From an optimization exercise on the open Yosys and OpenROAD flow, aimed at small area; shortcuts taken in it are not production practice.
Only simulation tests tie the RTL to the original design; equivalence was not proved.
Power and IR drop assume default switching activity.

Design TankGame, start of the top module:
module TankGame (
    input wire clk,
    input wire reset,
    input wire[7:0] ascii,
    input wire press,
    input wire tick_bullet,
    input wire tick_250ms,
    input wire tick_500ms,
    input wire tick_5s,
    input wire[9:0] pixel_x,
    input wire[9:0] pixel_y,
    output wire[3:0] category,
    output wire[9:0] addr,
    output wire[2:0] tank_direct,
    output wire alive,
    output wire start,
    output wire[15:0] score,
    output wire player_tank
    );
wire[1:0] moving_direct;
wire moving;
wire shoot;
wire[1:0] cat2;
wire[1:0] tdir2;
assign category = {2'b00, cat2};
assign tank_direct = {1'b0, tdir2};
Direct M2 (
    .clk(clk),
    .reset(reset),
    .ascii(ascii),
    .press(press),
    .direct(moving_direct),
    .moving(moving),
    .shoot(shoot)
    );
GameLoop M3 (
    .clk(clk),
    .reset(reset),
    .clk_500ms(tick_500ms),
    .clk_250ms(tick_250ms),
    .clk_5s(tick_5s),
    .clk_bullet(tick_bullet),
    .direct(moving_direct),
    .moving(moving),
    .pixel_x(pixel_x),
    .pixel_y(pixel_y),
    .shoot(shoot),
    .press(press),
    .category(cat2),
    .addr(addr),
    .tank_direct(tdir2),
    .alive(alive),
    .start(start),
    .score(score),
    .player_tank(player_tank)
    );
endmodule
Size: roughly 380 flip-flops, roughly 71 I/O pins.
==> flow/config.mk <==
export PLATFORM = sky130hd
export DESIGN_NAME = TankGame
export DESIGN_NICKNAME = TankGame
export VERILOG_FILES = /design/flow/design.v
export SDC_FILE = /design/flow/constraint.sdc
export NUM_CORES = 4
export LEC_CHECK = 0
export ABC_AREA = 1
export CAP_MARGIN = 40
export CORE_MARGIN = 2
export CORE_UTILIZATION = 35
export SLEW_MARGIN = 20
==> flow/constraint.sdc <==
create_clock -name core_clock -period 12.0 [get_ports {clk}]
set_input_delay 2.4000 -clock core_clock [delete_from_list [all_inputs] [get_ports {clk}]]
set_output_delay 2.4000 -clock core_clock [all_outputs]
set_load 0.01 [all_outputs]
run.sh (not shown) runs the stock make flow with config.mk's settings and CLKGATE_MAP_FILE= SYNTH_SCRIPT=/design/flow/synth_recipe.tcl, a recipe that flattens the netlist after the stock synthesis.
The first run ran to the end with no violations.
==> next run, changes <==
Settings changed: ABC_AREA 1 to default.
=> The new run finished clean. Worst setup slack loses 0.17 ns. Final cell count falls by 8.0%. Fmax drops by 1.5%.
==> next run, changes <==
Settings changed: ABC_AREA from default to 1, CAP_MARGIN 40 to 15, CORE_UTILIZATION 35 to 45, CTS_CLUSTER_DIAMETER from default to 60, CTS_CLUSTER_SIZE from default to 16, SLEW_MARGIN 20 to 15.
- The new run finished with timing, DRC and antenna clean
- non-clock buffer count goes down by 107
- routed wire length goes up by 11%
- sequential cell count stays the same
- cell area goes down by 7.2%
- setup slack is better by 0.47 ns
- clock power barely changes
- clock-buffer cell count goes down by 9
- clock skew goes down by 0.0052 ns
- die area goes down by 27%
- utilization goes up by 11 points

* * *

TankGame, a different RTL version from the one above (not shown whole).
// TankGame
module TankGame (
    input wire clk,
    input wire reset,
    input wire[7:0] ascii,
    input wire press,
    input wire tick_bullet,
    input wire tick_250ms,
    input wire tick_500ms,
    input wire tick_5s,
    input wire[9:0] pixel_x,
    input wire[9:0] pixel_y,
    output wire[3:0] category,
    output wire[9:0] addr,
    output wire[2:0] tank_direct,
    output wire alive,
    output wire start,
    output wire[15:0] score,
    output wire player_tank
    );
make LEC_CHECK=0 ABC_AREA=1 CAP_MARGIN=25 CORE_MARGIN=2 CORE_UTILIZATION=52 CTS_CLUSTER_DIAMETER=80 CTS_CLUSTER_SIZE=24 SLEW_MARGIN=20 finish   # period 12.0 ns
==> next run, changes <==
- CORE_UTILIZATION: 52 -> 45
Effect:
- register-to-register slack gets better by 0.07 ns
- cell area rose by 0.67%
- non-clock buffer count rises by 22
- total power rose by 0.38%
- routed wire length drops by 3.5%
- hold slack barely changes
- synthesized area stays the same
- combinational power is higher by about 1%
==> next run, changes <==
- CTS_CLUSTER_DIAMETER: 80 -> 90
- CTS_CLUSTER_SIZE: 24 -> 27
Effect: Critical path depth grows by 3; setup slack is better by 0.063 ns; wire length is about the same.

-- port drivers added, routing unchanged --
The flow's constraints put no driver on any port. The routed layouts listed below were extracted and timed again, unchanged, in two steps.
Step 1 sets driving cells, clkbuf_16 on the clock port and buf_2 on the other inputs (assumed; they add their load-dependent delay and slew).
Step 2, shift: input delay + t, output delay - t, t = (earliest + latest rising clock arrival at the registers) / 2. This alone moves slack from input paths to output paths.
Slacks: ideal ports / drivers / drivers and shift; pairs: ideal ports / drivers.
run | t (ns) | setup WS [ns] | worst slew at a driven data input, ns
the first run of note 1 | 0.722 | 0.807 / 0.854 / 0.132 | 0.04
the second run of note 1 | 0.708 | 0.633 / 0.681 / -0.027 | 0.06
the third run of note 1 | 0.696 | 1.099 / 1.146 / 0.450 | 0.05
the first run of note 2 | 0.681 | 0.968 / 1.003 / 0.322 | 0.08
the second run of note 2 | 0.659 | 1.090 / 1.137 / 0.479 | 0.04
the third run of note 2 | 0.722 | 1.153 / 1.197 / 0.475 | 0.04
Met with ideal ports but missed after step 2: setup timing in the second run of note 1. For the third run of note 2, which loses most, drivers alone change the setup slack by +0.044 ns; drivers and shift together by -0.678 ns.
